Source: an optimization exercise on an open RTL-to-GDS flow (aim: small area). Production flows keep margins and buffers that such runs may drop. Function was checked by simulation only, so behaviour that the tests miss may differ from the original.

==> inputs of trial 2 <==
Design hdr_core, start of the top module:
module hdr_core(
    input  wire       clk,
    input  wire       rst,         
    input  wire       pix_stb,     
    input  wire       animate,     
    input  wire [9:0] x,           
    input  wire [9:0] y,           
    input  wire       btnL,        
    input  wire       btnD,
    input  wire       btnU,
    input  wire       btnR,
    input  wire       pause,       
    output wire [2:0] vgaRed,
    output wire [2:0] vgaGreen,
    output wire [2:0] vgaBlue
    );
    wire tick = animate & pix_stb;
    wire [8:0] ycl, ycd, ycu, ycr;
    wire [2:0] cl, cd, cu, cr;
    hdr_lane #(.IR(2'd3)) laneL (.clk(clk), .rst(rst), .tick(tick), .btn(btnL), .yc(ycl), .code(cl));
    hdr_lane #(.IR(2'd0)) laneD (.clk(clk), .rst(rst), .tick(tick), .btn(btnD), .yc(ycd), .code(cd));
    hdr_lane #(.IR(2'd2)) laneU (.clk(clk), .rst(rst), .tick(tick), .btn(btnU), .yc(ycu), .code(cu));
    hdr_lane #(.IR(2'd1)) laneR (.clk(clk), .rst(rst), .tick(tick), .btn(btnR), .yc(ycr), .code(cr));
    reg [4:0] h;
    always @(posedge clk)
        h <= (btnL ? {2'b0, cl} : 5'd0) + (btnD ? {2'b0, cd} : 5'd0) +
             (btnU ? {2'b0, cu} : 5'd0) + (btnR ? {2'b0, cr} : 5'd0);
    wire [3:0] d5, d4, d3, d2, d1;
    wire [2:0] d0h;
    hdr_acc acc (.clk(clk), .rst(rst), .h(h), .d5(d5), .d4(d4), .d3(d3), .d2(d2), .d1(d1), .d0h(d0h));
    wire fall, tgt, digit_px;
    hdr_shapes shapes (.x(x), .y(y), .ycl(ycl), .ycd(ycd), .ycu(ycu), .ycr(ycr), .fall(fall), .tgt(tgt));
    hdr_digits digits (.x(x), .y(y), .d5(d5), .d4(d4), .d3(d3), .d2(d2), .d1(d1), .d0h(d0h),
                       .digit_px(digit_px));
    reg r, g, bl;
    wire av = ~pause & fall;
    always @(posedge clk) begin
        bl <= av | tgt | digit_px;
        r  <= av | tgt | (digit_px & ~rst & r);
        g  <= av ? (~rst & g) : (tgt | digit_px);
    end
    assign vgaRed   = {3{r}};
    assign vgaGreen = {3{g}};
    assign vgaBlue  = {3{bl}};
endmodule
==> module hdr_lane, before the edit <==
module hdr_lane #(parameter [1:0] IR = 2'd0) (
    input  wire       clk,
    input  wire       rst,
    input  wire       tick,
    input  wire       btn,
    output reg  [8:0] yc,
    output wire [2:0] code
    );
    reg       mtb, dir;
    reg [1:0] cs, rs;
    wire restart = rst | mtb | btn;
    wire ge   = yc[8] & yc[7] & yc[6] & (yc[4] | (yc[3] & yc[2]));    
    wire run  = ~restart & ~ge;
    wire mv   = run & tick;
    wire [2:0] sp = {1'b0, cs} + 3'd3;
    wire [5:0] dl = ~mv ? 6'd0 : dir ? {3'b000, sp} : 6'b111111;
    wire [6:0] lo = {1'b0, yc[5:0]} + {1'b0, dl};
    wire [2:0] hi = yc[8:6] + {2'b0, lo[6] & dir};
    always @(posedge clk) begin
        yc  <= restart ? 9'd50 : {hi, lo[5:0]};
        mtb <= ~restart & ge;
        if (restart) cs <= rs;
        rs  <= rst ? IR : run ? rs + 2'd1 : rs;
        dir <= ~rst & (dir | (run & (yc[5:0] == 6'd15)));
    end
    wire c1 = (yc >= 9'd321);
    wire c3 = (yc >= 9'd351) && (yc <= 9'd449);
    wire c5 = (yc >= 9'd391) && (yc <= 9'd409);
    assign code = {c5, c3 & ~c5, c1};
endmodule
==> module hdr_acc, before the edit <==
module hdr_acc (
    input  wire       clk,
    input  wire       rst,
    input  wire [4:0] h,
    output reg  [3:0] d5, d4, d3, d2, d1,
    output reg  [2:0] d0h
    );
    reg m;
    wire [4:0] s2 = {1'b0, d2} + h;                          
    wire ge20 = s2[4] & (s2[3] | s2[2]);
    wire ge10 = s2[4] | (s2[3] & (s2[2] | s2[1]));
    wire [3:0] u2 = s2[3:0] + (ge20 ? 4'd12 : ge10 ? 4'd6 : 4'd0);    
    wire [1:0] c2 = {ge20, ge10 & ~ge20};
    wire [4:0] s3 = {1'b0, d3} + {3'b0, c2};                 
    wire c3 = s3[3] & (s3[2] | s3[1]);
    wire [3:0] u3 = c3 ? {3'b000, s3[0]} : s3[3:0];
    wire c4i = c3 & (d4 == 4'd9);
    wire [3:0] u4 = c4i ? 4'd0 : d4 + {3'b0, c3};
    wire c5i = c4i & (d5 == 4'd9);
    wire [3:0] u5 = c5i ? 4'd0 : d5 + {3'b0, c4i};
    wire um = m | c5i;
    wire b = ~(d1[3] | (d1[2] & d1[1] & d1[0] & d0h[1] & d0h[0]));    
    wire u45 = u4[2] & u4[0];
    wire nb  = ~b;
    wire u2ge = u2[3] | (u2[2] & (u2[1] | (u2[0] & nb)));
    wire wrap = um & (u45 | (u4[2] & u3[3] & (u3[0] | u2ge)));
    wire [1:0] k = u45 ? 2'd2 : {1'b0, u3[0]};
    wire [4:0] w = {k, 3'b000} + {1'b0, k, 1'b0} + {1'b0, u2} - 5'd5 - {4'b0, b};   
    wire [3:0] w2 = (w >= 5'd20) ? w - 5'd20 : (w >= 5'd10) ? w - 5'd10 : w;
    wire [1:0] w3 = (w >= 5'd20) ? 2'd2 : (w >= 5'd10) ? 2'd1 : 2'd0;
    wire [2:0] l0s = d0h + 3'd2;                 
    wire l0c = (l0s >= 3'd5);
    wire [2:0] l0 = l0c ? l0s - 3'd5 : l0s;
    wire [3:0] l1s = d1 + 4'd2 + {3'b0, l0c};
    wire [3:0] l1 = (l1s >= 4'd10) ? l1s - 4'd10 : l1s;
    always @(posedge clk) begin
        if (rst) begin
            m <= 1'b0; d5 <= 4'd0; d4 <= 4'd0; d3 <= 4'd0; d2 <= 4'd0; d1 <= 4'd0; d0h <= 3'd0;
        end else if (wrap) begin
            m <= 1'b0; d5 <= 4'd0; d4 <= 4'd0; d3 <= {2'b0, w3}; d2 <= w2;
            d1 <= l1; d0h <= l0;
        end else begin
            m <= um; d5 <= u5; d4 <= u4; d3 <= u3; d2 <= u2;
        end
    end
endmodule
export LEC_CHECK = 0
export CAP_MARGIN = 20
export CORE_MARGIN = 2
export CORE_UTILIZATION = 60
export CTS_BUF_LIST = sky130_fd_sc_hd__clkbuf_8
export SLEW_MARGIN = 20
create_clock -name core_clock -period 20.0 [get_ports {clk}]
standard.sh (not shown) runs the stock make flow with config.mk's settings and CLKGATE_MAP_FILE= SYNTH_SCRIPT=/design/flow/synth_recipe.tcl, a recipe that flattens the netlist after the stock synthesis.
==> flow/flow/run.sh <==
#!/bin/bash
# The standard layout (standard.sh) with two changes in how it is made:
# - synthesis maps the logic with an area-oriented ABC script (flow/area.abc) and without
#   the adder-cell extraction; everything else in it is ORFS's and the standard flow's synthesis
#   (synth_recipe.tcl: synth -nofsm -noshare, flatten, rename), so the registers are the same;
# - the port buffers that buffer_ports inserts are the smallest buffer (buf_1).
# The make output goes to standard_make.log; ORFS keeps each step's log under orfs/logs/.
set -euo pipefail
W=$(pwd)
# ORFS's synthesis script, its ABC call given flow/area.abc
sed 's#^  log_cmd abc {\*}$abc_args$#  log_cmd abc {*}[lreplace $abc_args 1 1 '"$W"'/flow/area.abc]#' \
    "$FLOW_HOME/scripts/synth.tcl" > "$W/synth_area.tcl"
grep -q "flow/area.abc" "$W/synth_area.tcl"
# The standard flow's synthesis wrapper around it
sed 's#source $::env(SCRIPTS_DIR)/synth.tcl#source '"$W"'/synth_area.tcl#' "$W/synth_recipe.tcl" > "$W/area_synth.tcl"
grep -q "synth_area.tcl" "$W/area_synth.tcl"
# standard.sh with that synthesis script
S=$(grep -o 'SYNTH_SCRIPT=[^ ]*' "$W/standard.sh")
NEW="$W/area_synth.tcl"
if [[ "$S" == */srcline/synth.tcl ]]; then
  sed "s#$W/synth_recipe.tcl#$W/area_synth.tcl#g" "$W/srcline/synth.tcl" > "$W/srcline_area_synth.tcl"
  NEW="$W/srcline_area_synth.tcl"
fi
sed "s#$S#SYNTH_SCRIPT=$NEW#" "$W/standard.sh" > "$W/area_standard.sh"
grep -q "SYNTH_SCRIPT=$NEW" "$W/area_standard.sh"
export ADDER_MAP_FILE=
export BUFFER_PORTS_ARGS="-buffer_cell sky130_fd_sc_hd__buf_1"
bash "$W/area_standard.sh" > standard_make.log 2>&1
==> flow/flow/area.abc <==
strash
ifraig
dc2
dch -f
amap
topo
==> build 57 (differences from trial 2) <==
--- a/flow/design.v
+++ b/flow/design.v
@@ -7,8 +7,9 @@
     output wire [2:0] code
     );
-    reg       mtb, dir;
+    reg       dir;
     reg [1:0] cs, rs;
-    wire restart = rst | mtb | btn;
     wire ge   = yc[8] & yc[7] & yc[6] & (yc[4] | (yc[3] & yc[2]));    
+    wire mtb  = ge & ~dir;
+    wire restart = rst | mtb | btn;
     wire run  = ~restart & ~ge;
     wire mv   = run & tick;
@@ -19,8 +20,7 @@
     always @(posedge clk) begin
         yc  <= restart ? 9'd50 : {hi, lo[5:0]};
-        mtb <= ~restart & ge;
         if (restart) cs <= rs;
         rs  <= rst ? IR : run ? rs + 2'd1 : rs;
-        dir <= ~rst & (dir | (run & (yc[5:0] == 6'd15)));
+        dir <= ~rst & (restart ? (dir | ge) : ~ge & (dir | (yc[5:0] == 6'd15)));
     end
     wire c1 = (yc >= 9'd321);
@@ -55,8 +55,7 @@
     wire u2ge = u2[3] | (u2[2] & (u2[1] | (u2[0] & nb)));
     wire wrap = um & (u45 | (u4[2] & u3[3] & (u3[0] | u2ge)));
-    wire [1:0] k = u45 ? 2'd2 : {1'b0, u3[0]};
-    wire [4:0] w = {k, 3'b000} + {1'b0, k, 1'b0} + {1'b0, u2} - 5'd5 - {4'b0, b};   
-    wire [3:0] w2 = (w >= 5'd20) ? w - 5'd20 : (w >= 5'd10) ? w - 5'd10 : w;
-    wire [1:0] w3 = (w >= 5'd20) ? 2'd2 : (w >= 5'd10) ? 2'd1 : 2'd0;
+    wire [3:0] e  = u2 + 4'd5 - {3'b0, b};
+    wire [3:0] w2 = u2ge ? e - 4'd10 : e;
+    wire [1:0] w3 = {u45 & u2ge, u45 ? ~u2ge : (u3[0] & u2ge)};
     wire [2:0] l0s = d0h + 3'd2;                 
     wire l0c = (l0s >= 3'd5);
==> flow/flow/run.sh (replaced) <==
#!/bin/bash
# Standard layout with two changes in how it is made:
# - the port buffers are the smallest buffer (buf_1) instead of the resizer's default pick;
set -euo pipefail
export BUFFER_PORTS_ARGS="-buffer_cell sky130_fd_sc_hd__buf_1"
bash standard.sh > standard_make.log 2>&1
removed: flow/flow/area.abc
==> build 96 (differences from trial 2) <==
==> flow/run.sh (new file) <==
#!/bin/bash
# synth_recipe.tcl (not shown) runs the flow's synth.tcl, then flattens the netlist and writes it again
# the make line also repeats each setting of config.mk as NAME=value (left out here)
make -C /OpenROAD-flow-scripts/flow DESIGN_CONFIG=/design/flow/config.mk WORK_HOME=/design/flow/orfs CLKGATE_MAP_FILE= SYNTH_SCRIPT=/design/flow/synth_recipe.tcl finish
removed: flow/flow/run.sh
removed: flow/flow/area.abc
removed: flow/standard.sh
==> flow_metrics.py <==
metrics = {
    "grt": {
        "met2_usage": 0.497,
    },
    "placed_design": {
        "post-place-ws_ps": 11600,
    },
    "logic_synthesis": {
        "synthXorXnorAreaFrac": 0.0718,
    },
    "power_and_ir_drop": {
        "total_power_uw": 399,
    },
    "layout": {
        "drive_above_1_share": 0.0496,
    },
    "status": {
        "outcome": "complete, no violations",
    },
    "sta": {
        "finalClockSkew_ps": 22.4,
    },
    "critical_path": {
        "slowest_stage": "clkdlybuf4s50_1",
    },
}
That was build 96.
==> flow_metrics.py <==
metrics = {
    "status": {
        "outcome": "complete, no violations",
    },
    "logic_synthesis": {
        "synthXorXnorAreaFrac": 0.0672,
    },
    "route": {
        "avgViaCountPerCell": 6.26,
    },
    "grt": {
        "met2_usage": 0.495,
    },
    "floorplan": {
        "rows": 43,
    },
    "layout": {
        "drive_above_1_share": 0.0595,
    },
    "critical_path": {
        "slowest_stage": "buf_1",
    },
    "placed_design": {
        "dp_hpwl_um": 16200,
        "post-place-ws_ps": 11200,
    },
    "power_and_ir_drop": {
        "total_power_uw": 395,
    },
}
That was build 57.
==> flow_metrics.py <==
metrics = {
    "status": {
        "outcome": "complete, no violations",
    },
    "layout": {
        "drive_above_1_share": 0.0151,
        "stdcell_count": 1203,
    },
    "logic_synthesis": {
        "synthXorXnorAreaFrac": 0,
        "synth_nets": 1046,
        "ys.flop_type": "dfxtp_1",
    },
    "power_and_ir_drop": {
        "clock_power_uw": 114,
        "total_power_uw": 372,
    },
    "sta": {
        "finalClockSkew_ps": 9.32,
    },
    "run": {
        "maxCapViolations": 0,
    },
    "placed_design": {
        "post-place-ws_ps": 10660,
    },
    "critical_path": {
        "crit_buf_inv": 5,
    },
}
That was trial 2.

==> afterwards: timing with drivers on the ports <==
How much do the figures lean on ideal ports? The routed layouts below were timed once more, with nothing changed but the port constraints.
Step 1 assumes that a clkbuf_16 drives the clock port and a buf_2 every other input.
Step 2, shift: input delay + t, output delay - t, t = (earliest + latest rising clock arrival at the registers) / 2. This alone moves slack from input paths to output paths.
Three values: ideal ports, drivers, drivers and shift; two values: the first two.
| run | shift t [ns] | slack for setup (ns) | latest minus earliest clock arrival (ns) | slew at the worst register clock pin (ns) | worst data-port slew with drivers (ns) |
|---|---|---|---|---|---|
| trial 2 | 0.406 | 10.839 / 10.844 / 10.438 | 0.009 / 0.009 | 0.09 / 0.09 | 0.04 |
| build 57 | 0.410 | 11.543 / 11.552 / 11.142 | 0.018 / 0.019 | 0.10 / 0.10 | 0.07 |
| build 96 | 0.426 | 11.951 / 11.963 / 11.537 | 0.025 / 0.025 | 0.11 / 0.11 | 0.04 |
After both steps every run listed still meets setup and hold. The setup slack of build 96, which loses most, moves by +0.012 ns with the drivers and by -0.414 ns with both steps.
